From an optimization exercise on the open Yosys and OpenROAD flow, aimed at small area, a short achievable clock period and few clock cycles; shortcuts taken in it are not production practice.
Function was checked by simulation only, so behaviour that the tests miss may differ from the original.

## flow/design.v (module list and top-level ports; edited modules follow where they fit)
// module csa_fa: 10 lines
// module csa_ha: 9 lines
// module booth_enc: 25 lines
// module matmul2x2: 4997 lines
module matmul2x2 (
    input  logic         clk,
    input  logic         reset,
    input  logic [127:0] a,
    input  logic [127:0] b,
    output logic [255:0] c,
    output logic         ready
);
  // ...
==> flow/flow/run.sh <==
#!/bin/bash
# The standard layout (standard.sh, unchanged synthesis), except that the
# ports are buffered with plain sky130_fd_sc_hd__buf_4 cells instead of the
# delay cells ORFS picks by default.  The whole make output goes to
# flow_standard.log in this folder.
set -euo pipefail
bash standard.sh 'BUFFER_PORTS_ARGS=-buffer_cell sky130_fd_sc_hd__buf_4' finish > flow_standard.log 2>&1
==> flow/standard.sh <==
#!/bin/bash
# synth_recipe.tcl (not shown) runs the flow's synth.tcl, then flattens the netlist and writes it again
# the make line also repeats each setting of config.mk as NAME=value (left out here)
make -C /OpenROAD-flow-scripts/flow DESIGN_CONFIG=/design/flow/config.mk WORK_HOME=/design/flow/orfs CLKGATE_MAP_FILE= SYNTH_SCRIPT=/design/flow/synth_recipe.tcl "${@:-finish}"
==> flow/config.mk <==
export PLATFORM = sky130hd
export DESIGN_NAME = matmul2x2
export DESIGN_NICKNAME = matmul2x2
export VERILOG_FILES = /design/flow/design.v
export SDC_FILE = /design/flow/constraint.sdc
export NUM_CORES = 4
export LEC_CHECK = 0
export CAP_MARGIN = 20
export CORE_MARGIN = 2
export CORE_UTILIZATION = 55
export PLACE_DENSITY = 0.65
export SLEW_MARGIN = 20
export SYNTH_HIERARCHICAL = 1
export SYNTH_MINIMUM_KEEP_SIZE = 0
==> flow/constraint.sdc <==
create_clock -name core_clock -period 5.0 [get_ports {clk}]
set_input_delay 1.0000 -clock core_clock [delete_from_list [all_inputs] [get_ports {clk}]]
set_output_delay 1.0000 -clock core_clock [all_outputs]
set_load 0.01 [all_outputs]
==> impl_metrics.json, run 1 <==
{
  "outcome": "failed layout checks",
  "violations": "setup timing",
  "hold_path_class": "flip-flop to flip-flop",
  "r2r_setup_slack_ns": -0.13,
  "die_h_um": 438,
  "synth_mux_area_share_pct": 31.5,
  "cpPeakStageDelay_ns": 0.55,
  "drt_pass1_iterations": 7,
  "worst_slack_ns": -0.135,
  "synth_flop_cell": "edfxtp_1",
  "synth.yosys.seq_area_share_pct": 12.8,
  "grt_pass1_vias": 92200,
  "cts_tree": "done",
  "ff_latch_area_sq_um": 13300,
  "num_tap_cells": 2495,
  "rows": 159,
  "path_class": "flip-flop to flip-flop",
  "cp_num_buf_inv": 5,
  "ant_nets": 0,
  "highest_layer": "met5",
  "setup_viol_count_final": 99,
  "fin_crit_sh_pct": 103,
  "path_clk_slew_ns": 0.06,
  "drc": 0,
  "postCtsSetupRepairBufs": 56,
  "gp_congestion": 1.03,
  "synthAdderAreaFrac_pct": 31.8,
  "crit_required_ns": 5.50,
  "clk_latency_ns": 0.76,
  "fin_nets": 13200,
  "clock_path_buffers": 3,
  "timing.rr.end": "C0[27]",
  "core_sq_um": 188000
}
Testbench counts, summed over its fixed seeds: cycles 1,160.
==> module booth_enc, before the edit <==
module booth_enc (
    input  logic [1:0] q,
    input  logic [2:0] hc,
    input  logic [2:0] mc,
    input  logic [2:0] lc,
    output logic onp,
    output logic onn,
    output logic twp,
    output logic twn,
    output logic neg,
    output logic pos
);
    logic h, m, l, one, two;
    assign h = q[1] ? hc[2] : (q[0] ? hc[1] : hc[0]);
    assign m = q[1] ? mc[2] : (q[0] ? mc[1] : mc[0]);
    assign l = q[1] ? lc[2] : (q[0] ? lc[1] : lc[0]);
    assign one = m ^ l;
    assign two = (h & ~m & ~l) | (~h & m & l);
    assign onp = one & ~h;
    assign onn = one & h;
    assign twp = two & ~h;
    assign twn = two & h;
    assign neg = h & ~(m & l);
    assign pos = ~neg;
endmodule
==> run 2: changes to the inputs <==
--- a/flow/design.v
+++ b/flow/design.v
@@ -13,150 +13,367 @@
     input  logic b,
     output logic s,
     output logic k
 );
     assign s = a ^ b;
     assign k = a & b;
 endmodule
 module booth_enc (
-    input  logic [1:0] q,
+    input  logic [1:0] s,
     input  logic [2:0] hc,
-    input  logic [2:0] mc,
-    input  logic [2:0] lc,
+    input  logic [2:0] oc,
+    input  logic [2:0] xc,
     output logic onp,
     output logic onn,
     output logic twp,
     output logic twn,
     output logic neg,
     output logic pos
 );
-    logic h, m, l, one, two;
-    assign h = q[1] ? hc[2] : (q[0] ? hc[1] : hc[0]);
-    assign m = q[1] ? mc[2] : (q[0] ? mc[1] : mc[0]);
-    assign l = q[1] ? lc[2] : (q[0] ? lc[1] : lc[0]);
-    assign one = m ^ l;
-    assign two = (h & ~m & ~l) | (~h & m & l);
+    logic h, one, hm;
+    assign h = s[1] ? hc[2] : (s[0] ? hc[1] : hc[0]);
+    assign one = s[1] ? oc[2] : (s[0] ? oc[1] : oc[0]);
+    assign hm = s[1] ? xc[2] : (s[0] ? xc[1] : xc[0]);
+    logic two;
+    assign two = ~one & hm;              
     assign onp = one & ~h;
     assign onn = one & h;
     assign twp = two & ~h;
     assign twn = two & h;
-    assign neg = h & ~(m & l);
+    assign neg = h & (one | hm);         
     assign pos = ~neg;
 endmodule
 module matmul2x2 (
     input  logic         clk,
     input  logic         reset,
     input  logic [127:0] a,
     input  logic [127:0] b,
     output logic [255:0] c,
     output logic         ready
 );
     reg [1:0] ph;
     reg rdy, pr;
     reg [2:0] q;    
     wire q0 = q[0];
     wire q1 = q[1];
     wire q2 = q[2];
+    wire [1:0] qs = {q[2], q[1]};
+    wire ch0_0_0 = b[25];
+    wire ch0_0_1 = b[13];
+    wire ch0_0_2 = b[1];
+    wire co0_0_0 = b[24] ^ b[23];
+    wire co0_0_1 = b[12] ^ b[11];
+    wire co0_0_2 = b[0];
+    wire cx0_0_0 = b[25] ^ b[24];
+    wire cx0_0_1 = b[13] ^ b[12];
+    wire cx0_0_2 = b[1] ^ b[0];
     wire onp0_0_0_0, onn0_0_0_0, twp0_0_0_0, twn0_0_0_0, neg0_0_0_0, pqn0_0_0_0;
-    booth_enc u_enc0_0_0_0 (.q(ph), .hc({b[1], b[13], b[25]}), .mc({b[0], b[12], b[24]}), .lc({1'b0, b[11], b[23]}), .onp(onp0_0_0_0), .onn(onn0_0_0_0), .twp(twp0_0_0_0), .twn(twn0_0_0_0), .neg(neg0_0_0_0), .pos(pqn0_0_0_0));
+    booth_enc u_enc0_0_0_0 (.s(ph), .hc({ch0_0_2, ch0_0_1, ch0_0_0}), .oc({co0_0_2, co0_0_1, co0_0_0}), .xc({cx0_0_2, cx0_0_1, cx0_0_0}), .onp(onp0_0_0_0), .onn(onn0_0_0_0), .twp(twp0_0_0_0), .twn(twn0_0_0_0), .neg(neg0_0_0_0), .pos(pqn0_0_0_0));
     wire onp0_0_1_0, onn0_0_1_0, twp0_0_1_0, twn0_0_1_0, neg0_0_1_0, pqn0_0_1_0;
-    booth_enc u_enc0_0_1_0 (.q(ph), .hc({b[1], b[13], b[25]}), .mc({b[0], b[12], b[24]}), .lc({1'b0, b[11], b[23]}), .onp(onp0_0_1_0), .onn(onn0_0_1_0), .twp(twp0_0_1_0), .twn(twn0_0_1_0), .neg(neg0_0_1_0), .pos(pqn0_0_1_0));
+    booth_enc u_enc0_0_1_0 (.s(qs), .hc({ch0_0_2, ch0_0_1, ch0_0_0}), .oc({co0_0_2, co0_0_1, co0_0_0}), .xc({cx0_0_2, cx0_0_1, cx0_0_0}), .onp(onp0_0_1_0), .onn(onn0_0_1_0), .twp(twp0_0_1_0), .twn(twn0_0_1_0), .neg(neg0_0_1_0), .pos(pqn0_0_1_0));
+    wire ch0_1_0 = b[27];
+    wire ch0_1_1 = b[15];
+    wire ch0_1_2 = b[3];
+    wire co0_1_0 = b[26] ^ b[25];
+    wire co0_1_1 = b[14] ^ b[13];
+    wire co0_1_2 = b[2] ^ b[1];
+    wire cx0_1_0 = b[27] ^ b[26];
+    wire cx0_1_1 = b[15] ^ b[14];
+    wire cx0_1_2 = b[3] ^ b[2];
     wire onp0_1_0_0, onn0_1_0_0, twp0_1_0_0, twn0_1_0_0, neg0_1_0_0, pqn0_1_0_0;
-    booth_enc u_enc0_1_0_0 (.q(ph), .hc({b[3], b[15], b[27]}), .mc({b[2], b[14], b[26]}), .lc({b[1], b[13], b[25]}), .onp(onp0_1_0_0), .onn(onn0_1_0_0), .twp(twp0_1_0_0), .twn(twn0_1_0_0), .neg(neg0_1_0_0), .pos(pqn0_1_0_0));
+    booth_enc u_enc0_1_0_0 (.s(qs), .hc({ch0_1_2, ch0_1_1, ch0_1_0}), .oc({co0_1_2, co0_1_1, co0_1_0}), .xc({cx0_1_2, cx0_1_1, cx0_1_0}), .onp(onp0_1_0_0), .onn(onn0_1_0_0), .twp(twp0_1_0_0), .twn(twn0_1_0_0), .neg(neg0_1_0_0), .pos(pqn0_1_0_0));
     wire onp0_1_1_0, onn0_1_1_0, twp0_1_1_0, twn0_1_1_0, neg0_1_1_0, pqn0_1_1_0;
-    booth_enc u_enc0_1_1_0 (.q(ph), .hc({b[3], b[15], b[27]}), .mc({b[2], b[14], b[26]}), .lc({b[1], b[13], b[25]}), .onp(onp0_1_1_0), .onn(onn0_1_1_0), .twp(twp0_1_1_0), .twn(twn0_1_1_0), .neg(neg0_1_1_0), .pos(pqn0_1_1_0));
+    booth_enc u_enc0_1_1_0 (.s(ph), .hc({ch0_1_2, ch0_1_1, ch0_1_0}), .oc({co0_1_2, co0_1_1, co0_1_0}), .xc({cx0_1_2, cx0_1_1, cx0_1_0}), .onp(onp0_1_1_0), .onn(onn0_1_1_0), .twp(twp0_1_1_0), .twn(twn0_1_1_0), .neg(neg0_1_1_0), .pos(pqn0_1_1_0));
+    wire ch0_2_0 = b[29];
+    wire ch0_2_1 = b[17];
+    wire ch0_2_2 = b[5];
+    wire co0_2_0 = b[28] ^ b[27];
+    wire co0_2_1 = b[16] ^ b[15];
+    wire co0_2_2 = b[4] ^ b[3];
+    wire cx0_2_0 = b[29] ^ b[28];
+    wire cx0_2_1 = b[17] ^ b[16];
+    wire cx0_2_2 = b[5] ^ b[4];
     wire onp0_2_0_0, onn0_2_0_0, twp0_2_0_0, twn0_2_0_0, neg0_2_0_0, pqn0_2_0_0;
-    booth_enc u_enc0_2_0_0 (.q(ph), .hc({b[5], b[17], b[29]}), .mc({b[4], b[16], b[28]}), .lc({b[3], b[15], b[27]}), .onp(onp0_2_0_0), .onn(onn0_2_0_0), .twp(twp0_2_0_0), .twn(twn0_2_0_0), .neg(neg0_2_0_0), .pos(pqn0_2_0_0));
+    booth_enc u_enc0_2_0_0 (.s(ph), .hc({ch0_2_2, ch0_2_1, ch0_2_0}), .oc({co0_2_2, co0_2_1, co0_2_0}), .xc({cx0_2_2, cx0_2_1, cx0_2_0}), .onp(onp0_2_0_0), .onn(onn0_2_0_0), .twp(twp0_2_0_0), .twn(twn0_2_0_0), .neg(neg0_2_0_0), .pos(pqn0_2_0_0));
     wire onp0_2_1_0, onn0_2_1_0, twp0_2_1_0, twn0_2_1_0, neg0_2_1_0, pqn0_2_1_0;
-    booth_enc u_enc0_2_1_0 (.q(ph), .hc({b[5], b[17], b[29]}), .mc({b[4], b[16], b[28]}), .lc({b[3], b[15], b[27]}), .onp(onp0_2_1_0), .onn(onn0_2_1_0), .twp(twp0_2_1_0), .twn(twn0_2_1_0), .neg(neg0_2_1_0), .pos(pqn0_2_1_0));
+    booth_enc u_enc0_2_1_0 (.s(qs), .hc({ch0_2_2, ch0_2_1, ch0_2_0}), .oc({co0_2_2, co0_2_1, co0_2_0}), .xc({cx0_2_2, cx0_2_1, cx0_2_0}), .onp(onp0_2_1_0), .onn(onn0_2_1_0), .twp(twp0_2_1_0), .twn(twn0_2_1_0), .neg(neg0_2_1_0), .pos(pqn0_2_1_0));
+    wire ch0_3_0 = b[31];
+    wire ch0_3_1 = b[19];
+    wire ch0_3_2 = b[7];
+    wire co0_3_0 = b[30] ^ b[29];
+    wire co0_3_1 = b[18] ^ b[17];
+    wire co0_3_2 = b[6] ^ b[5];
+    wire cx0_3_0 = b[31] ^ b[30];
+    wire cx0_3_1 = b[19] ^ b[18];
+    wire cx0_3_2 = b[7] ^ b[6];
     wire onp0_3_0_0, onn0_3_0_0, twp0_3_0_0, twn0_3_0_0, neg0_3_0_0, pqn0_3_0_0;
-    booth_enc u_enc0_3_0_0 (.q(ph), .hc({b[7], b[19], b[31]}), .mc({b[6], b[18], b[30]}), .lc({b[5], b[17], b[29]}), .onp(onp0_3_0_0), .onn(onn0_3_0_0), .twp(twp0_3_0_0), .twn(twn0_3_0_0), .neg(neg0_3_0_0), .pos(pqn0_3_0_0));
+    booth_enc u_enc0_3_0_0 (.s(qs), .hc({ch0_3_2, ch0_3_1, ch0_3_0}), .oc({co0_3_2, co0_3_1, co0_3_0}), .xc({cx0_3_2, cx0_3_1, cx0_3_0}), .onp(onp0_3_0_0), .onn(onn0_3_0_0), .twp(twp0_3_0_0), .twn(twn0_3_0_0), .neg(neg0_3_0_0), .pos(pqn0_3_0_0));
     wire onp0_3_1_0, onn0_3_1_0, twp0_3_1_0, twn0_3_1_0, neg0_3_1_0, pqn0_3_1_0;
-    booth_enc u_enc0_3_1_0 (.q(ph), .hc({b[7], b[19], b[31]}), .mc({b[6], b[18], b[30]}), .lc({b[5], b[17], b[29]}), .onp(onp0_3_1_0), .onn(onn0_3_1_0), .twp(twp0_3_1_0), .twn(twn0_3_1_0), .neg(neg0_3_1_0), .pos(pqn0_3_1_0));
+    booth_enc u_enc0_3_1_0 (.s(ph), .hc({ch0_3_2, ch0_3_1, ch0_3_0}), .oc({co0_3_2, co0_3_1, co0_3_0}), .xc({cx0_3_2, cx0_3_1, cx0_3_0}), .onp(onp0_3_1_0), .onn(onn0_3_1_0), .twp(twp0_3_1_0), .twn(twn0_3_1_0), .neg(neg0_3_1_0), .pos(pqn0_3_1_0));
+    wire ch0_4_0 = 1'b0;
+    wire ch0_4_1 = b[21];
+    wire ch0_4_2 = b[9];
+    wire co0_4_0 = b[31];
+    wire co0_4_1 = b[20] ^ b[19];
+    wire co0_4_2 = b[8] ^ b[7];
+    wire cx0_4_0 = 1'b0;
+    wire cx0_4_1 = b[21] ^ b[20];
+    wire cx0_4_2 = b[9] ^ b[8];
     wire onp0_4_0_0, onn0_4_0_0, twp0_4_0_0, twn0_4_0_0, neg0_4_0_0, pqn0_4_0_0;
-    booth_enc u_enc0_4_0_0 (.q(ph), .hc({b[9], b[21], 1'b0}), .mc({b[8], b[20], 1'b0}), .lc({b[7], b[19], b[31]}), .onp(onp0_4_0_0), .onn(onn0_4_0_0), .twp(twp0_4_0_0), .twn(twn0_4_0_0), .neg(neg0_4_0_0), .pos(pqn0_4_0_0));
+    booth_enc u_enc0_4_0_0 (.s(ph), .hc({ch0_4_2, ch0_4_1, ch0_4_0}), .oc({co0_4_2, co0_4_1, co0_4_0}), .xc({cx0_4_2, cx0_4_1, cx0_4_0}), .onp(onp0_4_0_0), .onn(onn0_4_0_0), .twp(twp0_4_0_0), .twn(twn0_4_0_0), .neg(neg0_4_0_0), .pos(pqn0_4_0_0));
     wire onp0_4_1_0, onn0_4_1_0, twp0_4_1_0, twn0_4_1_0, neg0_4_1_0, pqn0_4_1_0;
-    booth_enc u_enc0_4_1_0 (.q(ph), .hc({b[9], b[21], 1'b0}), .mc({b[8], b[20], 1'b0}), .lc({b[7], b[19], b[31]}), .onp(onp0_4_1_0), .onn(onn0_4_1_0), .twp(twp0_4_1_0), .twn(twn0_4_1_0), .neg(neg0_4_1_0), .pos(pqn0_4_1_0));
+    booth_enc u_enc0_4_1_0 (.s(qs), .hc({ch0_4_2, ch0_4_1, ch0_4_0}), .oc({co0_4_2, co0_4_1, co0_4_0}), .xc({cx0_4_2, cx0_4_1, cx0_4_0}), .onp(onp0_4_1_0), .onn(onn0_4_1_0), .twp(twp0_4_1_0), .twn(twn0_4_1_0), .neg(neg0_4_1_0), .pos(pqn0_4_1_0));
+    wire ch0_5_0 = 1'b0;
+    wire ch0_5_1 = b[23];
+    wire ch0_5_2 = b[11];
+    wire co0_5_0 = 1'b0;
+    wire co0_5_1 = b[22] ^ b[21];
+    wire co0_5_2 = b[10] ^ b[9];
+    wire cx0_5_0 = 1'b0;
+    wire cx0_5_1 = b[23] ^ b[22];
+    wire cx0_5_2 = b[11] ^ b[10];
     wire onp0_5_0_0, onn0_5_0_0, twp0_5_0_0, twn0_5_0_0, neg0_5_0_0, pqn0_5_0_0;
-    booth_enc u_enc0_5_0_0 (.q(ph), .hc({b[11], b[23], 1'b0}), .mc({b[10], b[22], 1'b0}), .lc({b[9], b[21], 1'b0}), .onp(onp0_5_0_0), .onn(onn0_5_0_0), .twp(twp0_5_0_0), .twn(twn0_5_0_0), .neg(neg0_5_0_0), .pos(pqn0_5_0_0));
+    booth_enc u_enc0_5_0_0 (.s(qs), .hc({ch0_5_2, ch0_5_1, ch0_5_0}), .oc({co0_5_2, co0_5_1, co0_5_0}), .xc({cx0_5_2, cx0_5_1, cx0_5_0}), .onp(onp0_5_0_0), .onn(onn0_5_0_0), .twp(twp0_5_0_0), .twn(twn0_5_0_0), .neg(neg0_5_0_0), .pos(pqn0_5_0_0));
     wire onp0_5_1_0, onn0_5_1_0, twp0_5_1_0, twn0_5_1_0, neg0_5_1_0, pqn0_5_1_0;
-    booth_enc u_enc0_5_1_0 (.q(ph), .hc({b[11], b[23], 1'b0}), .mc({b[10], b[22], 1'b0}), .lc({b[9], b[21], 1'b0}), .onp(onp0_5_1_0), .onn(onn0_5_1_0), .twp(twp0_5_1_0), .twn(twn0_5_1_0), .neg(neg0_5_1_0), .pos(pqn0_5_1_0));
+    booth_enc u_enc0_5_1_0 (.s(ph), .hc({ch0_5_2, ch0_5_1, ch0_5_0}), .oc({co0_5_2, co0_5_1, co0_5_0}), .xc({cx0_5_2, cx0_5_1, cx0_5_0}), .onp(onp0_5_1_0), .onn(onn0_5_1_0), .twp(twp0_5_1_0), .twn(twn0_5_1_0), .neg(neg0_5_1_0), .pos(pqn0_5_1_0));
+    wire ch1_0_0 = b[57];
+    wire ch1_0_1 = b[45];
+    wire ch1_0_2 = b[33];
+    wire co1_0_0 = b[56] ^ b[55];
+    wire co1_0_1 = b[44] ^ b[43];
+    wire co1_0_2 = b[32];
+    wire cx1_0_0 = b[57] ^ b[56];
+    wire cx1_0_1 = b[45] ^ b[44];
+    wire cx1_0_2 = b[33] ^ b[32];
     wire onp1_0_0_0, onn1_0_0_0, twp1_0_0_0, twn1_0_0_0, neg1_0_0_0, pqn1_0_0_0;
-    booth_enc u_enc1_0_0_0 (.q(ph), .hc({b[33], b[45], b[57]}), .mc({b[32], b[44], b[56]}), .lc({1'b0, b[43], b[55]}), .onp(onp1_0_0_0), .onn(onn1_0_0_0), .twp(twp1_0_0_0), .twn(twn1_0_0_0), .neg(neg1_0_0_0), .pos(pqn1_0_0_0));
+    booth_enc u_enc1_0_0_0 (.s(qs), .hc({ch1_0_2, ch1_0_1, ch1_0_0}), .oc({co1_0_2, co1_0_1, co1_0_0}), .xc({cx1_0_2, cx1_0_1, cx1_0_0}), .onp(onp1_0_0_0), .onn(onn1_0_0_0), .twp(twp1_0_0_0), .twn(twn1_0_0_0), .neg(neg1_0_0_0), .pos(pqn1_0_0_0));
     wire onp1_0_1_0, onn1_0_1_0, twp1_0_1_0, twn1_0_1_0, neg1_0_1_0, pqn1_0_1_0;
-    booth_enc u_enc1_0_1_0 (.q(ph), .hc({b[33], b[45], b[57]}), .mc({b[32], b[44], b[56]}), .lc({1'b0, b[43], b[55]}), .onp(onp1_0_1_0), .onn(onn1_0_1_0), .twp(twp1_0_1_0), .twn(twn1_0_1_0), .neg(neg1_0_1_0), .pos(pqn1_0_1_0));
+    booth_enc u_enc1_0_1_0 (.s(ph), .hc({ch1_0_2, ch1_0_1, ch1_0_0}), .oc({co1_0_2, co1_0_1, co1_0_0}), .xc({cx1_0_2, cx1_0_1, cx1_0_0}), .onp(onp1_0_1_0), .onn(onn1_0_1_0), .twp(twp1_0_1_0), .twn(twn1_0_1_0), .neg(neg1_0_1_0), .pos(pqn1_0_1_0));
+    wire ch1_1_0 = b[59];
+    wire ch1_1_1 = b[47];
+    wire ch1_1_2 = b[35];
+    wire co1_1_0 = b[58] ^ b[57];
+    wire co1_1_1 = b[46] ^ b[45];
+    wire co1_1_2 = b[34] ^ b[33];
+    wire cx1_1_0 = b[59] ^ b[58];
+    wire cx1_1_1 = b[47] ^ b[46];
+    wire cx1_1_2 = b[35] ^ b[34];
     wire onp1_1_0_0, onn1_1_0_0, twp1_1_0_0, twn1_1_0_0, neg1_1_0_0, pqn1_1_0_0;
-    booth_enc u_enc1_1_0_0 (.q(ph), .hc({b[35], b[47], b[59]}), .mc({b[34], b[46], b[58]}), .lc({b[33], b[45], b[57]}), .onp(onp1_1_0_0), .onn(onn1_1_0_0), .twp(twp1_1_0_0), .twn(twn1_1_0_0), .neg(neg1_1_0_0), .pos(pqn1_1_0_0));
+    booth_enc u_enc1_1_0_0 (.s(ph), .hc({ch1_1_2, ch1_1_1, ch1_1_0}), .oc({co1_1_2, co1_1_1, co1_1_0}), .xc({cx1_1_2, cx1_1_1, cx1_1_0}), .onp(onp1_1_0_0), .onn(onn1_1_0_0), .twp(twp1_1_0_0), .twn(twn1_1_0_0), .neg(neg1_1_0_0), .pos(pqn1_1_0_0));
     wire onp1_1_1_0, onn1_1_1_0, twp1_1_1_0, twn1_1_1_0, neg1_1_1_0, pqn1_1_1_0;
-    booth_enc u_enc1_1_1_0 (.q(ph), .hc({b[35], b[47], b[59]}), .mc({b[34], b[46], b[58]}), .lc({b[33], b[45], b[57]}), .onp(onp1_1_1_0), .onn(onn1_1_1_0), .twp(twp1_1_1_0), .twn(twn1_1_1_0), .neg(neg1_1_1_0), .pos(pqn1_1_1_0));
+    booth_enc u_enc1_1_1_0 (.s(qs), .hc({ch1_1_2, ch1_1_1, ch1_1_0}), .oc({co1_1_2, co1_1_1, co1_1_0}), .xc({cx1_1_2, cx1_1_1, cx1_1_0}), .onp(onp1_1_1_0), .onn(onn1_1_1_0), .twp(twp1_1_1_0), .twn(twn1_1_1_0), .neg(neg1_1_1_0), .pos(pqn1_1_1_0));
+    wire ch1_2_0 = b[61];
+    wire ch1_2_1 = b[49];
+    wire ch1_2_2 = b[37];
+    wire co1_2_0 = b[60] ^ b[59];
+    wire co1_2_1 = b[48] ^ b[47];
+    wire co1_2_2 = b[36] ^ b[35];
+    wire cx1_2_0 = b[61] ^ b[60];
+    wire cx1_2_1 = b[49] ^ b[48];
+    wire cx1_2_2 = b[37] ^ b[36];
     wire onp1_2_0_0, onn1_2_0_0, twp1_2_0_0, twn1_2_0_0, neg1_2_0_0, pqn1_2_0_0;
-    booth_enc u_enc1_2_0_0 (.q(ph), .hc({b[37], b[49], b[61]}), .mc({b[36], b[48], b[60]}), .lc({b[35], b[47], b[59]}), .onp(onp1_2_0_0), .onn(onn1_2_0_0), .twp(twp1_2_0_0), .twn(twn1_2_0_0), .neg(neg1_2_0_0), .pos(pqn1_2_0_0));
+    booth_enc u_enc1_2_0_0 (.s(qs), .hc({ch1_2_2, ch1_2_1, ch1_2_0}), .oc({co1_2_2, co1_2_1, co1_2_0}), .xc({cx1_2_2, cx1_2_1, cx1_2_0}), .onp(onp1_2_0_0), .onn(onn1_2_0_0), .twp(twp1_2_0_0), .twn(twn1_2_0_0), .neg(neg1_2_0_0), .pos(pqn1_2_0_0));
     wire onp1_2_1_0, onn1_2_1_0, twp1_2_1_0, twn1_2_1_0, neg1_2_1_0, pqn1_2_1_0;
-    booth_enc u_enc1_2_1_0 (.q(ph), .hc({b[37], b[49], b[61]}), .mc({b[36], b[48], b[60]}), .lc({b[35], b[47], b[59]}), .onp(onp1_2_1_0), .onn(onn1_2_1_0), .twp(twp1_2_1_0), .twn(twn1_2_1_0), .neg(neg1_2_1_0), .pos(pqn1_2_1_0));
+    booth_enc u_enc1_2_1_0 (.s(ph), .hc({ch1_2_2, ch1_2_1, ch1_2_0}), .oc({co1_2_2, co1_2_1, co1_2_0}), .xc({cx1_2_2, cx1_2_1, cx1_2_0}), .onp(onp1_2_1_0), .onn(onn1_2_1_0), .twp(twp1_2_1_0), .twn(twn1_2_1_0), .neg(neg1_2_1_0), .pos(pqn1_2_1_0));
+    wire ch1_3_0 = b[63];
+    wire ch1_3_1 = b[51];
+    wire ch1_3_2 = b[39];
+    wire co1_3_0 = b[62] ^ b[61];
+    wire co1_3_1 = b[50] ^ b[49];
+    wire co1_3_2 = b[38] ^ b[37];
+    wire cx1_3_0 = b[63] ^ b[62];
+    wire cx1_3_1 = b[51] ^ b[50];
+    wire cx1_3_2 = b[39] ^ b[38];
     wire onp1_3_0_0, onn1_3_0_0, twp1_3_0_0, twn1_3_0_0, neg1_3_0_0, pqn1_3_0_0;
-    booth_enc u_enc1_3_0_0 (.q(ph), .hc({b[39], b[51], b[63]}), .mc({b[38], b[50], b[62]}), .lc({b[37], b[49], b[61]}), .onp(onp1_3_0_0), .onn(onn1_3_0_0), .twp(twp1_3_0_0), .twn(twn1_3_0_0), .neg(neg1_3_0_0), .pos(pqn1_3_0_0));
+    booth_enc u_enc1_3_0_0 (.s(ph), .hc({ch1_3_2, ch1_3_1, ch1_3_0}), .oc({co1_3_2, co1_3_1, co1_3_0}), .xc({cx1_3_2, cx1_3_1, cx1_3_0}), .onp(onp1_3_0_0), .onn(onn1_3_0_0), .twp(twp1_3_0_0), .twn(twn1_3_0_0), .neg(neg1_3_0_0), .pos(pqn1_3_0_0));
     wire onp1_3_1_0, onn1_3_1_0, twp1_3_1_0, twn1_3_1_0, neg1_3_1_0, pqn1_3_1_0;
-    booth_enc u_enc1_3_1_0 (.q(ph), .hc({b[39], b[51], b[63]}), .mc({b[38], b[50], b[62]}), .lc({b[37], b[49], b[61]}), .onp(onp1_3_1_0), .onn(onn1_3_1_0), .twp(twp1_3_1_0), .twn(twn1_3_1_0), .neg(neg1_3_1_0), .pos(pqn1_3_1_0));
+    booth_enc u_enc1_3_1_0 (.s(qs), .hc({ch1_3_2, ch1_3_1, ch1_3_0}), .oc({co1_3_2, co1_3_1, co1_3_0}), .xc({cx1_3_2, cx1_3_1, cx1_3_0}), .onp(onp1_3_1_0), .onn(onn1_3_1_0), .twp(twp1_3_1_0), .twn(twn1_3_1_0), .neg(neg1_3_1_0), .pos(pqn1_3_1_0));
+    wire ch1_4_0 = 1'b0;
+    wire ch1_4_1 = b[53];
+    wire ch1_4_2 = b[41];
+    wire co1_4_0 = b[63];
+    wire co1_4_1 = b[52] ^ b[51];
+    wire co1_4_2 = b[40] ^ b[39];
+    wire cx1_4_0 = 1'b0;
+    wire cx1_4_1 = b[53] ^ b[52];
+    wire cx1_4_2 = b[41] ^ b[40];
     wire onp1_4_0_0, onn1_4_0_0, twp1_4_0_0, twn1_4_0_0, neg1_4_0_0, pqn1_4_0_0;
-    booth_enc u_enc1_4_0_0 (.q(ph), .hc({b[41], b[53], 1'b0}), .mc({b[40], b[52], 1'b0}), .lc({b[39], b[51], b[63]}), .onp(onp1_4_0_0), .onn(onn1_4_0_0), .twp(twp1_4_0_0), .twn(twn1_4_0_0), .neg(neg1_4_0_0), .pos(pqn1_4_0_0));
+    booth_enc u_enc1_4_0_0 (.s(qs), .hc({ch1_4_2, ch1_4_1, ch1_4_0}), .oc({co1_4_2, co1_4_1, co1_4_0}), .xc({cx1_4_2, cx1_4_1, cx1_4_0}), .onp(onp1_4_0_0), .onn(onn1_4_0_0), .twp(twp1_4_0_0), .twn(twn1_4_0_0), .neg(neg1_4_0_0), .pos(pqn1_4_0_0));
     wire onp1_4_1_0, onn1_4_1_0, twp1_4_1_0, twn1_4_1_0, neg1_4_1_0, pqn1_4_1_0;
-    booth_enc u_enc1_4_1_0 (.q(ph), .hc({b[41], b[53], 1'b0}), .mc({b[40], b[52], 1'b0}), .lc({b[39], b[51], b[63]}), .onp(onp1_4_1_0), .onn(onn1_4_1_0), .twp(twp1_4_1_0), .twn(twn1_4_1_0), .neg(neg1_4_1_0), .pos(pqn1_4_1_0));
+    booth_enc u_enc1_4_1_0 (.s(ph), .hc({ch1_4_2, ch1_4_1, ch1_4_0}), .oc({co1_4_2, co1_4_1, co1_4_0}), .xc({cx1_4_2, cx1_4_1, cx1_4_0}), .onp(onp1_4_1_0), .onn(onn1_4_1_0), .twp(twp1_4_1_0), .twn(twn1_4_1_0), .neg(neg1_4_1_0), .pos(pqn1_4_1_0));
+    wire ch1_5_0 = 1'b0;
+    wire ch1_5_1 = b[55];
+    wire ch1_5_2 = b[43];
+    wire co1_5_0 = 1'b0;
+    wire co1_5_1 = b[54] ^ b[53];
+    wire co1_5_2 = b[42] ^ b[41];
+    wire cx1_5_0 = 1'b0;
+    wire cx1_5_1 = b[55] ^ b[54];
+    wire cx1_5_2 = b[43] ^ b[42];
     wire onp1_5_0_0, onn1_5_0_0, twp1_5_0_0, twn1_5_0_0, neg1_5_0_0, pqn1_5_0_0;
-    booth_enc u_enc1_5_0_0 (.q(ph), .hc({b[43], b[55], 1'b0}), .mc({b[42], b[54], 1'b0}), .lc({b[41], b[53], 1'b0}), .onp(onp1_5_0_0), .onn(onn1_5_0_0), .twp(twp1_5_0_0), .twn(twn1_5_0_0), .neg(neg1_5_0_0), .pos(pqn1_5_0_0));
+    booth_enc u_enc1_5_0_0 (.s(ph), .hc({ch1_5_2, ch1_5_1, ch1_5_0}), .oc({co1_5_2, co1_5_1, co1_5_0}), .xc({cx1_5_2, cx1_5_1, cx1_5_0}), .onp(onp1_5_0_0), .onn(onn1_5_0_0), .twp(twp1_5_0_0), .twn(twn1_5_0_0), .neg(neg1_5_0_0), .pos(pqn1_5_0_0));
     wire onp1_5_1_0, onn1_5_1_0, twp1_5_1_0, twn1_5_1_0, neg1_5_1_0, pqn1_5_1_0;
-    booth_enc u_enc1_5_1_0 (.q(ph), .hc({b[43], b[55], 1'b0}), .mc({b[42], b[54], 1'b0}), .lc({b[41], b[53], 1'b0}), .onp(onp1_5_1_0), .onn(onn1_5_1_0), .twp(twp1_5_1_0), .twn(twn1_5_1_0), .neg(neg1_5_1_0), .pos(pqn1_5_1_0));
+    booth_enc u_enc1_5_1_0 (.s(qs), .hc({ch1_5_2, ch1_5_1, ch1_5_0}), .oc({co1_5_2, co1_5_1, co1_5_0}), .xc({cx1_5_2, cx1_5_1, cx1_5_0}), .onp(onp1_5_1_0), .onn(onn1_5_1_0), .twp(twp1_5_1_0), .twn(twn1_5_1_0), .neg(neg1_5_1_0), .pos(pqn1_5_1_0));
+    wire ch2_0_0 = b[89];
+    wire ch2_0_1 = b[77];
+    wire ch2_0_2 = b[65];
+    wire co2_0_0 = b[88] ^ b[87];
+    wire co2_0_1 = b[76] ^ b[75];
+    wire co2_0_2 = b[64];
+    wire cx2_0_0 = b[89] ^ b[88];
+    wire cx2_0_1 = b[77] ^ b[76];
+    wire cx2_0_2 = b[65] ^ b[64];
     wire onp2_0_0_0, onn2_0_0_0, twp2_0_0_0, twn2_0_0_0, neg2_0_0_0, pqn2_0_0_0;
-    booth_enc u_enc2_0_0_0 (.q(ph), .hc({b[65], b[77], b[89]}), .mc({b[64], b[76], b[88]}), .lc({1'b0, b[75], b[87]}), .onp(onp2_0_0_0), .onn(onn2_0_0_0), .twp(twp2_0_0_0), .twn(twn2_0_0_0), .neg(neg2_0_0_0), .pos(pqn2_0_0_0));
+    booth_enc u_enc2_0_0_0 (.s(ph), .hc({ch2_0_2, ch2_0_1, ch2_0_0}), .oc({co2_0_2, co2_0_1, co2_0_0}), .xc({cx2_0_2, cx2_0_1, cx2_0_0}), .onp(onp2_0_0_0), .onn(onn2_0_0_0), .twp(twp2_0_0_0), .twn(twn2_0_0_0), .neg(neg2_0_0_0), .pos(pqn2_0_0_0));
     wire onp2_0_1_0, onn2_0_1_0, twp2_0_1_0, twn2_0_1_0, neg2_0_1_0, pqn2_0_1_0;
-    booth_enc u_enc2_0_1_0 (.q(ph), .hc({b[65], b[77], b[89]}), .mc({b[64], b[76], b[88]}), .lc({1'b0, b[75], b[87]}), .onp(onp2_0_1_0), .onn(onn2_0_1_0), .twp(twp2_0_1_0), .twn(twn2_0_1_0), .neg(neg2_0_1_0), .pos(pqn2_0_1_0));
+    booth_enc u_enc2_0_1_0 (.s(qs), .hc({ch2_0_2, ch2_0_1, ch2_0_0}), .oc({co2_0_2, co2_0_1, co2_0_0}), .xc({cx2_0_2, cx2_0_1, cx2_0_0}), .onp(onp2_0_1_0), .onn(onn2_0_1_0), .twp(twp2_0_1_0), .twn(twn2_0_1_0), .neg(neg2_0_1_0), .pos(pqn2_0_1_0));
+    wire ch2_1_0 = b[91];
+    wire ch2_1_1 = b[79];
+    wire ch2_1_2 = b[67];
+    wire co2_1_0 = b[90] ^ b[89];
+    wire co2_1_1 = b[78] ^ b[77];
+    wire co2_1_2 = b[66] ^ b[65];
+    wire cx2_1_0 = b[91] ^ b[90];
+    wire cx2_1_1 = b[79] ^ b[78];
+    wire cx2_1_2 = b[67] ^ b[66];
     wire onp2_1_0_0, onn2_1_0_0, twp2_1_0_0, twn2_1_0_0, neg2_1_0_0, pqn2_1_0_0;
-    booth_enc u_enc2_1_0_0 (.q(ph), .hc({b[67], b[79], b[91]}), .mc({b[66], b[78], b[90]}), .lc({b[65], b[77], b[89]}), .onp(onp2_1_0_0), .onn(onn2_1_0_0), .twp(twp2_1_0_0), .twn(twn2_1_0_0), .neg(neg2_1_0_0), .pos(pqn2_1_0_0));
+    booth_enc u_enc2_1_0_0 (.s(qs), .hc({ch2_1_2, ch2_1_1, ch2_1_0}), .oc({co2_1_2, co2_1_1, co2_1_0}), .xc({cx2_1_2, cx2_1_1, cx2_1_0}), .onp(onp2_1_0_0), .onn(onn2_1_0_0), .twp(twp2_1_0_0), .twn(twn2_1_0_0), .neg(neg2_1_0_0), .pos(pqn2_1_0_0));
     wire onp2_1_1_0, onn2_1_1_0, twp2_1_1_0, twn2_1_1_0, neg2_1_1_0, pqn2_1_1_0;
-    booth_enc u_enc2_1_1_0 (.q(ph), .hc({b[67], b[79], b[91]}), .mc({b[66], b[78], b[90]}), .lc({b[65], b[77], b[89]}), .onp(onp2_1_1_0), .onn(onn2_1_1_0), .twp(twp2_1_1_0), .twn(twn2_1_1_0), .neg(neg2_1_1_0), .pos(pqn2_1_1_0));
+    booth_enc u_enc2_1_1_0 (.s(ph), .hc({ch2_1_2, ch2_1_1, ch2_1_0}), .oc({co2_1_2, co2_1_1, co2_1_0}), .xc({cx2_1_2, cx2_1_1, cx2_1_0}), .onp(onp2_1_1_0), .onn(onn2_1_1_0), .twp(twp2_1_1_0), .twn(twn2_1_1_0), .neg(neg2_1_1_0), .pos(pqn2_1_1_0));
+    wire ch2_2_0 = b[93];
+    wire ch2_2_1 = b[81];
+    wire ch2_2_2 = b[69];
+    wire co2_2_0 = b[92] ^ b[91];
+    wire co2_2_1 = b[80] ^ b[79];
+    wire co2_2_2 = b[68] ^ b[67];
+    wire cx2_2_0 = b[93] ^ b[92];
+    wire cx2_2_1 = b[81] ^ b[80];
+    wire cx2_2_2 = b[69] ^ b[68];
     wire onp2_2_0_0, onn2_2_0_0, twp2_2_0_0, twn2_2_0_0, neg2_2_0_0, pqn2_2_0_0;
-    booth_enc u_enc2_2_0_0 (.q(ph), .hc({b[69], b[81], b[93]}), .mc({b[68], b[80], b[92]}), .lc({b[67], b[79], b[91]}), .onp(onp2_2_0_0), .onn(onn2_2_0_0), .twp(twp2_2_0_0), .twn(twn2_2_0_0), .neg(neg2_2_0_0), .pos(pqn2_2_0_0));
+    booth_enc u_enc2_2_0_0 (.s(ph), .hc({ch2_2_2, ch2_2_1, ch2_2_0}), .oc({co2_2_2, co2_2_1, co2_2_0}), .xc({cx2_2_2, cx2_2_1, cx2_2_0}), .onp(onp2_2_0_0), .onn(onn2_2_0_0), .twp(twp2_2_0_0), .twn(twn2_2_0_0), .neg(neg2_2_0_0), .pos(pqn2_2_0_0));
     wire onp2_2_1_0, onn2_2_1_0, twp2_2_1_0, twn2_2_1_0, neg2_2_1_0, pqn2_2_1_0;
-    booth_enc u_enc2_2_1_0 (.q(ph), .hc({b[69], b[81], b[93]}), .mc({b[68], b[80], b[92]}), .lc({b[67], b[79], b[91]}), .onp(onp2_2_1_0), .onn(onn2_2_1_0), .twp(twp2_2_1_0), .twn(twn2_2_1_0), .neg(neg2_2_1_0), .pos(pqn2_2_1_0));
+    booth_enc u_enc2_2_1_0 (.s(qs), .hc({ch2_2_2, ch2_2_1, ch2_2_0}), .oc({co2_2_2, co2_2_1, co2_2_0}), .xc({cx2_2_2, cx2_2_1, cx2_2_0}), .onp(onp2_2_1_0), .onn(onn2_2_1_0), .twp(twp2_2_1_0), .twn(twn2_2_1_0), .neg(neg2_2_1_0), .pos(pqn2_2_1_0));
+    wire ch2_3_0 = b[95];
+    wire ch2_3_1 = b[83];
+    wire ch2_3_2 = b[71];
+    wire co2_3_0 = b[94] ^ b[93];
+    wire co2_3_1 = b[82] ^ b[81];
+    wire co2_3_2 = b[70] ^ b[69];
+    wire cx2_3_0 = b[95] ^ b[94];
+    wire cx2_3_1 = b[83] ^ b[82];
+    wire cx2_3_2 = b[71] ^ b[70];
     wire onp2_3_0_0, onn2_3_0_0, twp2_3_0_0, twn2_3_0_0, neg2_3_0_0, pqn2_3_0_0;
-    booth_enc u_enc2_3_0_0 (.q(ph), .hc({b[71], b[83], b[95]}), .mc({b[70], b[82], b[94]}), .lc({b[69], b[81], b[93]}), .onp(onp2_3_0_0), .onn(onn2_3_0_0), .twp(twp2_3_0_0), .twn(twn2_3_0_0), .neg(neg2_3_0_0), .pos(pqn2_3_0_0));
+    booth_enc u_enc2_3_0_0 (.s(qs), .hc({ch2_3_2, ch2_3_1, ch2_3_0}), .oc({co2_3_2, co2_3_1, co2_3_0}), .xc({cx2_3_2, cx2_3_1, cx2_3_0}), .onp(onp2_3_0_0), .onn(onn2_3_0_0), .twp(twp2_3_0_0), .twn(twn2_3_0_0), .neg(neg2_3_0_0), .pos(pqn2_3_0_0));
     wire onp2_3_1_0, onn2_3_1_0, twp2_3_1_0, twn2_3_1_0, neg2_3_1_0, pqn2_3_1_0;
-    booth_enc u_enc2_3_1_0 (.q(ph), .hc({b[71], b[83], b[95]}), .mc({b[70], b[82], b[94]}), .lc({b[69], b[81], b[93]}), .onp(onp2_3_1_0), .onn(onn2_3_1_0), .twp(twp2_3_1_0), .twn(twn2_3_1_0), .neg(neg2_3_1_0), .pos(pqn2_3_1_0));
+    booth_enc u_enc2_3_1_0 (.s(ph), .hc({ch2_3_2, ch2_3_1, ch2_3_0}), .oc({co2_3_2, co2_3_1, co2_3_0}), .xc({cx2_3_2, cx2_3_1, cx2_3_0}), .onp(onp2_3_1_0), .onn(onn2_3_1_0), .twp(twp2_3_1_0), .twn(twn2_3_1_0), .neg(neg2_3_1_0), .pos(pqn2_3_1_0));
+    wire ch2_4_0 = 1'b0;
+    wire ch2_4_1 = b[85];
+    wire ch2_4_2 = b[73];
+    wire co2_4_0 = b[95];
+    wire co2_4_1 = b[84] ^ b[83];
+    wire co2_4_2 = b[72] ^ b[71];
+    wire cx2_4_0 = 1'b0;
+    wire cx2_4_1 = b[85] ^ b[84];
+    wire cx2_4_2 = b[73] ^ b[72];
     wire onp2_4_0_0, onn2_4_0_0, twp2_4_0_0, twn2_4_0_0, neg2_4_0_0, pqn2_4_0_0;
-    booth_enc u_enc2_4_0_0 (.q(ph), .hc({b[73], b[85], 1'b0}), .mc({b[72], b[84], 1'b0}), .lc({b[71], b[83], b[95]}), .onp(onp2_4_0_0), .onn(onn2_4_0_0), .twp(twp2_4_0_0), .twn(twn2_4_0_0), .neg(neg2_4_0_0), .pos(pqn2_4_0_0));
+    booth_enc u_enc2_4_0_0 (.s(ph), .hc({ch2_4_2, ch2_4_1, ch2_4_0}), .oc({co2_4_2, co2_4_1, co2_4_0}), .xc({cx2_4_2, cx2_4_1, cx2_4_0}), .onp(onp2_4_0_0), .onn(onn2_4_0_0), .twp(twp2_4_0_0), .twn(twn2_4_0_0), .neg(neg2_4_0_0), .pos(pqn2_4_0_0));
     wire onp2_4_1_0, onn2_4_1_0, twp2_4_1_0, twn2_4_1_0, neg2_4_1_0, pqn2_4_1_0;
-    booth_enc u_enc2_4_1_0 (.q(ph), .hc({b[73], b[85], 1'b0}), .mc({b[72], b[84], 1'b0}), .lc({b[71], b[83], b[95]}), .onp(onp2_4_1_0), .onn(onn2_4_1_0), .twp(twp2_4_1_0), .twn(twn2_4_1_0), .neg(neg2_4_1_0), .pos(pqn2_4_1_0));
+    booth_enc u_enc2_4_1_0 (.s(qs), .hc({ch2_4_2, ch2_4_1, ch2_4_0}), .oc({co2_4_2, co2_4_1, co2_4_0}), .xc({cx2_4_2, cx2_4_1, cx2_4_0}), .onp(onp2_4_1_0), .onn(onn2_4_1_0), .twp(twp2_4_1_0), .twn(twn2_4_1_0), .neg(neg2_4_1_0), .pos(pqn2_4_1_0));
+    wire ch2_5_0 = 1'b0;
+    wire ch2_5_1 = b[87];
+    wire ch2_5_2 = b[75];
+    wire co2_5_0 = 1'b0;
+    wire co2_5_1 = b[86] ^ b[85];
+    wire co2_5_2 = b[74] ^ b[73];
+    wire cx2_5_0 = 1'b0;
+    wire cx2_5_1 = b[87] ^ b[86];
+    wire cx2_5_2 = b[75] ^ b[74];
     wire onp2_5_0_0, onn2_5_0_0, twp2_5_0_0, twn2_5_0_0, neg2_5_0_0, pqn2_5_0_0;
-    booth_enc u_enc2_5_0_0 (.q(ph), .hc({b[75], b[87], 1'b0}), .mc({b[74], b[86], 1'b0}), .lc({b[73], b[85], 1'b0}), .onp(onp2_5_0_0), .onn(onn2_5_0_0), .twp(twp2_5_0_0), .twn(twn2_5_0_0), .neg(neg2_5_0_0), .pos(pqn2_5_0_0));
+    booth_enc u_enc2_5_0_0 (.s(qs), .hc({ch2_5_2, ch2_5_1, ch2_5_0}), .oc({co2_5_2, co2_5_1, co2_5_0}), .xc({cx2_5_2, cx2_5_1, cx2_5_0}), .onp(onp2_5_0_0), .onn(onn2_5_0_0), .twp(twp2_5_0_0), .twn(twn2_5_0_0), .neg(neg2_5_0_0), .pos(pqn2_5_0_0));
     wire onp2_5_1_0, onn2_5_1_0, twp2_5_1_0, twn2_5_1_0, neg2_5_1_0, pqn2_5_1_0;
-    booth_enc u_enc2_5_1_0 (.q(ph), .hc({b[75], b[87], 1'b0}), .mc({b[74], b[86], 1'b0}), .lc({b[73], b[85], 1'b0}), .onp(onp2_5_1_0), .onn(onn2_5_1_0), .twp(twp2_5_1_0), .twn(twn2_5_1_0), .neg(neg2_5_1_0), .pos(pqn2_5_1_0));
+    booth_enc u_enc2_5_1_0 (.s(ph), .hc({ch2_5_2, ch2_5_1, ch2_5_0}), .oc({co2_5_2, co2_5_1, co2_5_0}), .xc({cx2_5_2, cx2_5_1, cx2_5_0}), .onp(onp2_5_1_0), .onn(onn2_5_1_0), .twp(twp2_5_1_0), .twn(twn2_5_1_0), .neg(neg2_5_1_0), .pos(pqn2_5_1_0));
+    wire ch3_0_0 = b[121];
+    wire ch3_0_1 = b[109];
+    wire ch3_0_2 = b[97];
+    wire co3_0_0 = b[120] ^ b[119];
+    wire co3_0_1 = b[108] ^ b[107];
+    wire co3_0_2 = b[96];
+    wire cx3_0_0 = b[121] ^ b[120];
+    wire cx3_0_1 = b[109] ^ b[108];
+    wire cx3_0_2 = b[97] ^ b[96];
     wire onp3_0_0_0, onn3_0_0_0, twp3_0_0_0, twn3_0_0_0, neg3_0_0_0, pqn3_0_0_0;
-    booth_enc u_enc3_0_0_0 (.q(ph), .hc({b[97], b[109], b[121]}), .mc({b[96], b[108], b[120]}), .lc({1'b0, b[107], b[119]}), .onp(onp3_0_0_0), .onn(onn3_0_0_0), .twp(twp3_0_0_0), .twn(twn3_0_0_0), .neg(neg3_0_0_0), .pos(pqn3_0_0_0));
+    booth_enc u_enc3_0_0_0 (.s(qs), .hc({ch3_0_2, ch3_0_1, ch3_0_0}), .oc({co3_0_2, co3_0_1, co3_0_0}), .xc({cx3_0_2, cx3_0_1, cx3_0_0}), .onp(onp3_0_0_0), .onn(onn3_0_0_0), .twp(twp3_0_0_0), .twn(twn3_0_0_0), .neg(neg3_0_0_0), .pos(pqn3_0_0_0));
     wire onp3_0_1_0, onn3_0_1_0, twp3_0_1_0, twn3_0_1_0, neg3_0_1_0, pqn3_0_1_0;
-    booth_enc u_enc3_0_1_0 (.q(ph), .hc({b[97], b[109], b[121]}), .mc({b[96], b[108], b[120]}), .lc({1'b0, b[107], b[119]}), .onp(onp3_0_1_0), .onn(onn3_0_1_0), .twp(twp3_0_1_0), .twn(twn3_0_1_0), .neg(neg3_0_1_0), .pos(pqn3_0_1_0));
+    booth_enc u_enc3_0_1_0 (.s(ph), .hc({ch3_0_2, ch3_0_1, ch3_0_0}), .oc({co3_0_2, co3_0_1, co3_0_0}), .xc({cx3_0_2, cx3_0_1, cx3_0_0}), .onp(onp3_0_1_0), .onn(onn3_0_1_0), .twp(twp3_0_1_0), .twn(twn3_0_1_0), .neg(neg3_0_1_0), .pos(pqn3_0_1_0));
+    wire ch3_1_0 = b[123];
+    wire ch3_1_1 = b[111];
+    wire ch3_1_2 = b[99];
+    wire co3_1_0 = b[122] ^ b[121];
+    wire co3_1_1 = b[110] ^ b[109];
+    wire co3_1_2 = b[98] ^ b[97];
+    wire cx3_1_0 = b[123] ^ b[122];
+    wire cx3_1_1 = b[111] ^ b[110];
+    wire cx3_1_2 = b[99] ^ b[98];
     wire onp3_1_0_0, onn3_1_0_0, twp3_1_0_0, twn3_1_0_0, neg3_1_0_0, pqn3_1_0_0;
-    booth_enc u_enc3_1_0_0 (.q(ph), .hc({b[99], b[111], b[123]}), .mc({b[98], b[110], b[122]}), .lc({b[97], b[109], b[121]}), .onp(onp3_1_0_0), .onn(onn3_1_0_0), .twp(twp3_1_0_0), .twn(twn3_1_0_0), .neg(neg3_1_0_0), .pos(pqn3_1_0_0));
+    booth_enc u_enc3_1_0_0 (.s(ph), .hc({ch3_1_2, ch3_1_1, ch3_1_0}), .oc({co3_1_2, co3_1_1, co3_1_0}), .xc({cx3_1_2, cx3_1_1, cx3_1_0}), .onp(onp3_1_0_0), .onn(onn3_1_0_0), .twp(twp3_1_0_0), .twn(twn3_1_0_0), .neg(neg3_1_0_0), .pos(pqn3_1_0_0));
     wire onp3_1_1_0, onn3_1_1_0, twp3_1_1_0, twn3_1_1_0, neg3_1_1_0, pqn3_1_1_0;
-    booth_enc u_enc3_1_1_0 (.q(ph), .hc({b[99], b[111], b[123]}), .mc({b[98], b[110], b[122]}), .lc({b[97], b[109], b[121]}), .onp(onp3_1_1_0), .onn(onn3_1_1_0), .twp(twp3_1_1_0), .twn(twn3_1_1_0), .neg(neg3_1_1_0), .pos(pqn3_1_1_0));
+    booth_enc u_enc3_1_1_0 (.s(qs), .hc({ch3_1_2, ch3_1_1, ch3_1_0}), .oc({co3_1_2, co3_1_1, co3_1_0}), .xc({cx3_1_2, cx3_1_1, cx3_1_0}), .onp(onp3_1_1_0), .onn(onn3_1_1_0), .twp(twp3_1_1_0), .twn(twn3_1_1_0), .neg(neg3_1_1_0), .pos(pqn3_1_1_0));
+    wire ch3_2_0 = b[125];
+    wire ch3_2_1 = b[113];
+    wire ch3_2_2 = b[101];
+    wire co3_2_0 = b[124] ^ b[123];
+    wire co3_2_1 = b[112] ^ b[111];
+    wire co3_2_2 = b[100] ^ b[99];
+    wire cx3_2_0 = b[125] ^ b[124];
+    wire cx3_2_1 = b[113] ^ b[112];
+    wire cx3_2_2 = b[101] ^ b[100];
     wire onp3_2_0_0, onn3_2_0_0, twp3_2_0_0, twn3_2_0_0, neg3_2_0_0, pqn3_2_0_0;
-    booth_enc u_enc3_2_0_0 (.q(ph), .hc({b[101], b[113], b[125]}), .mc({b[100], b[112], b[124]}), .lc({b[99], b[111], b[123]}), .onp(onp3_2_0_0), .onn(onn3_2_0_0), .twp(twp3_2_0_0), .twn(twn3_2_0_0), .neg(neg3_2_0_0), .pos(pqn3_2_0_0));
+    booth_enc u_enc3_2_0_0 (.s(qs), .hc({ch3_2_2, ch3_2_1, ch3_2_0}), .oc({co3_2_2, co3_2_1, co3_2_0}), .xc({cx3_2_2, cx3_2_1, cx3_2_0}), .onp(onp3_2_0_0), .onn(onn3_2_0_0), .twp(twp3_2_0_0), .twn(twn3_2_0_0), .neg(neg3_2_0_0), .pos(pqn3_2_0_0));
     wire onp3_2_1_0, onn3_2_1_0, twp3_2_1_0, twn3_2_1_0, neg3_2_1_0, pqn3_2_1_0;
-    booth_enc u_enc3_2_1_0 (.q(ph), .hc({b[101], b[113], b[125]}), .mc({b[100], b[112], b[124]}), .lc({b[99], b[111], b[123]}), .onp(onp3_2_1_0), .onn(onn3_2_1_0), .twp(twp3_2_1_0), .twn(twn3_2_1_0), .neg(neg3_2_1_0), .pos(pqn3_2_1_0));
+    booth_enc u_enc3_2_1_0 (.s(ph), .hc({ch3_2_2, ch3_2_1, ch3_2_0}), .oc({co3_2_2, co3_2_1, co3_2_0}), .xc({cx3_2_2, cx3_2_1, cx3_2_0}), .onp(onp3_2_1_0), .onn(onn3_2_1_0), .twp(twp3_2_1_0), .twn(twn3_2_1_0), .neg(neg3_2_1_0), .pos(pqn3_2_1_0));
+    wire ch3_3_0 = b[127];
+    wire ch3_3_1 = b[115];
+    wire ch3_3_2 = b[103];
+    wire co3_3_0 = b[126] ^ b[125];
+    wire co3_3_1 = b[114] ^ b[113];
+    wire co3_3_2 = b[102] ^ b[101];
+    wire cx3_3_0 = b[127] ^ b[126];
+    wire cx3_3_1 = b[115] ^ b[114];
+    wire cx3_3_2 = b[103] ^ b[102];
     wire onp3_3_0_0, onn3_3_0_0, twp3_3_0_0, twn3_3_0_0, neg3_3_0_0, pqn3_3_0_0;
-    booth_enc u_enc3_3_0_0 (.q(ph), .hc({b[103], b[115], b[127]}), .mc({b[102], b[114], b[126]}), .lc({b[101], b[113], b[125]}), .onp(onp3_3_0_0), .onn(onn3_3_0_0), .twp(twp3_3_0_0), .twn(twn3_3_0_0), .neg(neg3_3_0_0), .pos(pqn3_3_0_0));
+    booth_enc u_enc3_3_0_0 (.s(ph), .hc({ch3_3_2, ch3_3_1, ch3_3_0}), .oc({co3_3_2, co3_3_1, co3_3_0}), .xc({cx3_3_2, cx3_3_1, cx3_3_0}), .onp(onp3_3_0_0), .onn(onn3_3_0_0), .twp(twp3_3_0_0), .twn(twn3_3_0_0), .neg(neg3_3_0_0), .pos(pqn3_3_0_0));
     wire onp3_3_1_0, onn3_3_1_0, twp3_3_1_0, twn3_3_1_0, neg3_3_1_0, pqn3_3_1_0;
-    booth_enc u_enc3_3_1_0 (.q(ph), .hc({b[103], b[115], b[127]}), .mc({b[102], b[114], b[126]}), .lc({b[101], b[113], b[125]}), .onp(onp3_3_1_0), .onn(onn3_3_1_0), .twp(twp3_3_1_0), .twn(twn3_3_1_0), .neg(neg3_3_1_0), .pos(pqn3_3_1_0));
+    booth_enc u_enc3_3_1_0 (.s(qs), .hc({ch3_3_2, ch3_3_1, ch3_3_0}), .oc({co3_3_2, co3_3_1, co3_3_0}), .xc({cx3_3_2, cx3_3_1, cx3_3_0}), .onp(onp3_3_1_0), .onn(onn3_3_1_0), .twp(twp3_3_1_0), .twn(twn3_3_1_0), .neg(neg3_3_1_0), .pos(pqn3_3_1_0));
+    wire ch3_4_0 = 1'b0;
+    wire ch3_4_1 = b[117];
+    wire ch3_4_2 = b[105];
+    wire co3_4_0 = b[127];
+    wire co3_4_1 = b[116] ^ b[115];
+    wire co3_4_2 = b[104] ^ b[103];
+    wire cx3_4_0 = 1'b0;
+    wire cx3_4_1 = b[117] ^ b[116];
+    wire cx3_4_2 = b[105] ^ b[104];
     wire onp3_4_0_0, onn3_4_0_0, twp3_4_0_0, twn3_4_0_0, neg3_4_0_0, pqn3_4_0_0;
-    booth_enc u_enc3_4_0_0 (.q(ph), .hc({b[105], b[117], 1'b0}), .mc({b[104], b[116], 1'b0}), .lc({b[103], b[115], b[127]}), .onp(onp3_4_0_0), .onn(onn3_4_0_0), .twp(twp3_4_0_0), .twn(twn3_4_0_0), .neg(neg3_4_0_0), .pos(pqn3_4_0_0));
+    booth_enc u_enc3_4_0_0 (.s(qs), .hc({ch3_4_2, ch3_4_1, ch3_4_0}), .oc({co3_4_2, co3_4_1, co3_4_0}), .xc({cx3_4_2, cx3_4_1, cx3_4_0}), .onp(onp3_4_0_0), .onn(onn3_4_0_0), .twp(twp3_4_0_0), .twn(twn3_4_0_0), .neg(neg3_4_0_0), .pos(pqn3_4_0_0));
     wire onp3_4_1_0, onn3_4_1_0, twp3_4_1_0, twn3_4_1_0, neg3_4_1_0, pqn3_4_1_0;
-    booth_enc u_enc3_4_1_0 (.q(ph), .hc({b[105], b[117], 1'b0}), .mc({b[104], b[116], 1'b0}), .lc({b[103], b[115], b[127]}), .onp(onp3_4_1_0), .onn(onn3_4_1_0), .twp(twp3_4_1_0), .twn(twn3_4_1_0), .neg(neg3_4_1_0), .pos(pqn3_4_1_0));
+    booth_enc u_enc3_4_1_0 (.s(ph), .hc({ch3_4_2, ch3_4_1, ch3_4_0}), .oc({co3_4_2, co3_4_1, co3_4_0}), .xc({cx3_4_2, cx3_4_1, cx3_4_0}), .onp(onp3_4_1_0), .onn(onn3_4_1_0), .twp(twp3_4_1_0), .twn(twn3_4_1_0), .neg(neg3_4_1_0), .pos(pqn3_4_1_0));
+    wire ch3_5_0 = 1'b0;
+    wire ch3_5_1 = b[119];
+    wire ch3_5_2 = b[107];
+    wire co3_5_0 = 1'b0;
+    wire co3_5_1 = b[118] ^ b[117];
+    wire co3_5_2 = b[106] ^ b[105];
+    wire cx3_5_0 = 1'b0;
+    wire cx3_5_1 = b[119] ^ b[118];
+    wire cx3_5_2 = b[107] ^ b[106];
     wire onp3_5_0_0, onn3_5_0_0, twp3_5_0_0, twn3_5_0_0, neg3_5_0_0, pqn3_5_0_0;
-    booth_enc u_enc3_5_0_0 (.q(ph), .hc({b[107], b[119], 1'b0}), .mc({b[106], b[118], 1'b0}), .lc({b[105], b[117], 1'b0}), .onp(onp3_5_0_0), .onn(onn3_5_0_0), .twp(twp3_5_0_0), .twn(twn3_5_0_0), .neg(neg3_5_0_0), .pos(pqn3_5_0_0));
+    booth_enc u_enc3_5_0_0 (.s(ph), .hc({ch3_5_2, ch3_5_1, ch3_5_0}), .oc({co3_5_2, co3_5_1, co3_5_0}), .xc({cx3_5_2, cx3_5_1, cx3_5_0}), .onp(onp3_5_0_0), .onn(onn3_5_0_0), .twp(twp3_5_0_0), .twn(twn3_5_0_0), .neg(neg3_5_0_0), .pos(pqn3_5_0_0));
     wire onp3_5_1_0, onn3_5_1_0, twp3_5_1_0, twn3_5_1_0, neg3_5_1_0, pqn3_5_1_0;
-    booth_enc u_enc3_5_1_0 (.q(ph), .hc({b[107], b[119], 1'b0}), .mc({b[106], b[118], 1'b0}), .lc({b[105], b[117], 1'b0}), .onp(onp3_5_1_0), .onn(onn3_5_1_0), .twp(twp3_5_1_0), .twn(twn3_5_1_0), .neg(neg3_5_1_0), .pos(pqn3_5_1_0));
+    booth_enc u_enc3_5_1_0 (.s(qs), .hc({ch3_5_2, ch3_5_1, ch3_5_0}), .oc({co3_5_2, co3_5_1, co3_5_0}), .xc({cx3_5_2, cx3_5_1, cx3_5_0}), .onp(onp3_5_1_0), .onn(onn3_5_1_0), .twp(twp3_5_1_0), .twn(twn3_5_1_0), .neg(neg3_5_1_0), .pos(pqn3_5_1_0));
     reg [63:0] S0, C0;
     wire [63:0] sum0 = S0 + C0;
     reg [63:0] S1, C1;
     wire [63:0] sum1 = S1 + C1;
     reg [63:0] S2, C2;
     wire [63:0] sum2 = S2 + C2;
     reg [63:0] S3, C3;
     wire [63:0] sum3 = S3 + C3;
==> impl_metrics.json, run 2 <==
{
  "critPathCaptureType": "primary output",
  "max_freq_mhz": 192,
  "fin_nets": 13300,
  "grt_use_total_pct": 44.7,
  "clockRootBuffer": "clkbuf_16",
  "grt_max_degree": 84,
  "antenna_found_initial": 20,
  "yosys.area_share.simple_pct": 11.2,
  "ys_seq_elements": 447,
  "synthesis.area_sq_um": 106000,
  "outcome": "failed layout checks",
  "io_buffer_count": 514,
  "overflow": 0,
  "critPathTopFamily": "compound AO/OA/AOI/OAI gates",
  "io_pins": 515,
  "syn2layout_area_growth_pct": 21.3,
  "design_area_sq_um": 129000,
  "ys_warn_count": 7,
  "fin_crit_ns": 5.22,
  "synth_cells": 10500,
  "worstMarginPinSlew_ns": 0.896,
  "crit_top_cell": "buf_4",
  "start_util_pct": 55.2,
  "clock_sinks": 447,
  "cts_tree": "done",
  "cts_made_buffers": 60,
  "drv_slew": 0,
  "finalWirelength_um": 455000,
  "synth_most_common_cell": "mux2i_1",
  "hold_path_class": "flip-flop to flip-flop",
  "grt_pass1_wl_um": 647000,
  "layout_commonest_cell": "mux2i_1",
  "synth-async-reset-ratio_pct": 0,
  "path_class": "flip-flop to primary output",
  "gp_congestion": 1.03,
  "rows": 161,
  "drt_pass1_iterations": 6,
  "mostFrequentLayoutCells": "mux2i_1 (2,971), nand2_1 (1,690), buf_4 (1,594), fa_1 (1,203), edfxtp_1 (440)",
  "synth_mux_area_share_pct": 32.7,
  "crit_required_ns": 4.00,
  "drive_gt1_share_pct": 27.2,
  "synth_top_area_share_pct": 28.1,
  "cp_num_buf_inv": 5,
  "synth.yosys.seq_area_share_pct": 12.6,
  "crit_chain": "ha_2 > fa_2 > a21o_1 > nand4_1 > a211oi_4 > buf_4 > o31ai_4 > buf_4 > a2111oi_4 > buf_4 > nor3_4 > o21ai_4 > buf_6 > nand2_1 > xnor2_1 > buf_4",
  "synthAdderAreaFrac_pct": 30.6,
  "skew_ns": 0.0496,
  "setup_viol_count_final": 65,
  "vias": 91300,
  "synth_common_cells": "mux2i_1 (2,976), nand2_1 (1,694), fa_1 (1,460), clkbuf_1 (1,003), edfxtp_1 (440)",
  "synth_top_family_by_area": "multiplexers",
  "slew_headroom_pct": 39.8,
  "setup_tns_ns": -3.59,
  "yosys-top-cells-area": "mux2i_1 (28%), fa_1 (28%), edfxtp_1 (12%)",
  "yosys.cell_types.count": 93,
  "crit_fanout": 4,
  "violations": "setup timing",
  "grt_pass1_vias": 93900,
  "wl_per_cell_um": 32.6,
  "ant_nets": 0,
  "dieArea_sq_um": 196000,
  "synth_top_area_cell": "mux2i_1",
  "vias_per_cell": 6.54,
  "worst_slack_ns": -0.215,
  "clock_path_buffers": 3,
  "first_iter_violations": 8982,
  "core_sq_um": 192000,
  "place_area_sq_um": 123000,
  "path_clk_slew_ns": 0.06,
  "clk_latency_ns": 0.77,
  "drc": 0,
  "fin_crit_sh_pct": 104,
  "rsz0062_at_grt": "yes",
  "dieWidth_um": 443,
  "synth_flop_cell": "edfxtp_1",
  "cpPeakStageDelay_ns": 0.45,
  "drv_cap": 0,
  "synthXorXnorAreaFrac_pct": 3.00,
  "cpMaxStageDelayCell": "a211oi_4",
  "synth_compound_gate_area_share_pct": 5.63,
  "fillers": 15000,
  "hpwlAfterDp_um": 343000,
  "die_h_um": 443,
  "h-tree-depth": 2,
  "synth_edf_count": 440,
  "arrival_ns": 4.22,
  "synth_area_per_cell_sq_um": 10.1,
  "worst_setup_path_start_kind": "flip-flop",
  "hold_violations": 0
}
## run 2: cell types whose count changed after synthesis, moves of 49 or more
cell / change
mux2_2: +101
or2_1: -50
nand2_1: -58
xor2_1: +108
mux2i_1: -96
o21ai_1: -99
and3b_1: +49
## run 2: kinds of logic (layout without fill, tap and decap cells)
logic type	after synthesis	after routing
multiplexers	3283	3283
buffers and inverters	1219	2116
flip-flops	447	447
AND/OR/NAND/NOR	2589	2589
XOR/XNOR	363	363
adder cells (fa/ha/maj)	1716	1716
other	1	51
AO/OA/AOI/OAI	867	867
## run 2: path summary, 6_finish.rpt
kind | slack (ns) | end | cells after the start | start
min | 0.47 | ph[0] | 1 | pr
max | -0.22 | c[122] | 16 | C1[0]
min reg2reg | 0.47 | ph[0] | 1 | pr
max reg2reg | -0.10 | C2[12] | 16 | ph[0]
## run 2: cell type report
cell class,count,area (sq um),area share (%)
Timing Repair Buffer,1956,18900,14.7
Antenna cell,11,27.5,0.0214
Sequential cell,447,13400,10.4
Inverter,47,176,0.137
Clock inverter,43,548,0.426
Clock buffer,70,1540,1.20
Tap cell,2526,3160,2.46
Multi-Input combinational cell,8858,91000,70.7
## run 2: timing repair
action,in CTS,in global routing
setup buffers,47,73
hold buffers,0,0
hold endpoints to repair,0,0
gates resized for setup,152,429
pin swaps,83,182
endpoints found under the setup margin,315,284
gates cloned,0,18
## run 2: routing by layer
metal  track usage (%)  routed length, um  vias up  part of all wire [%]
met4              34.5              47300       24                    10
met1              51.7             157000    45600                    35
li1                  -                  -    37900                     -
met3              9.54              42700     1927                   9.4
met2              72.4             207000     5909                    46
met5                 0                135        -                 0.030
## run 2: modules after synthesis (local to each module, per instance)
module,cells,flip-flops and latches,cell area (sq um),copies in the design
matmul2x2,8381,447,69200,1
booth_enc,12,0,141,48
csa_ha,1,0,12.5,72
csa_fa,1,0,20.0,1456
## run 2: stage by stage
step / hold WS [ns] / std cells / setup slack [ns] / util [%]
2_1_floorplan: 0.404 / 10500 / -0.557 / -
3_3_place_gp: 0.415 / 13700 / -1.26 / 63.9
3_5_place_dp: 0.425 / 13700 / -0.908 / 63.9
4_1_cts: 0.425 / 13900 / -0.222 / 65.6
5_1_grt: 0.450 / 14000 / -0.276 / 67.0
6_report: 0.469 / 14000 / -0.215 / 67.0
## run 2: worst register-to-register path, cell delays in order, from the launching register on
cell	delay (ns)
dfxtp_4	0.43
buf_6	0.16
buf_12	0.13
buf_4	0.13
mux2_2	0.36
mux2i_4	0.28
nor3b_4	0.33
buf_6	0.22
buf_12	0.17
buf_6	0.14
mux2i_1	0.06
nand2_1	0.11
fa_2	0.47
fa_2	0.40
fa_1	0.44
fa_1	0.59
fa_1	0.42
Testbench counts of run 2, summed over its fixed seeds: cycles 1,160.

## what the ideal ports hide
In the flow no input, the clock included, has a driving cell. The finished layouts below were timed again as built, in two steps. Step 1 assumes that a clkbuf_16 drives the clock port and a buf_2 every other input. Step 2, shift: input delay + t, output delay - t, t = (earliest + latest rising clock arrival at the registers) / 2. This alone moves slack from input paths to output paths. Three values: ideal, step 1, step 2; two values: the first two.
run	t (ns)	slack for setup (ns)	worst setup path after step 2	slew at the worst register clock pin (ns)	worst data-port slew with drivers (ns)
run 1	0.841	-0.135 / -0.188 / -0.556	input to register	0.08 / 0.08	0.27
run 2	0.853	-0.215 / -0.320 / -0.728	input to register	0.07 / 0.07	0.11
The setup slack of run 2, which loses most, moves by -0.105 ns with the drivers and by -0.513 ns with both steps.
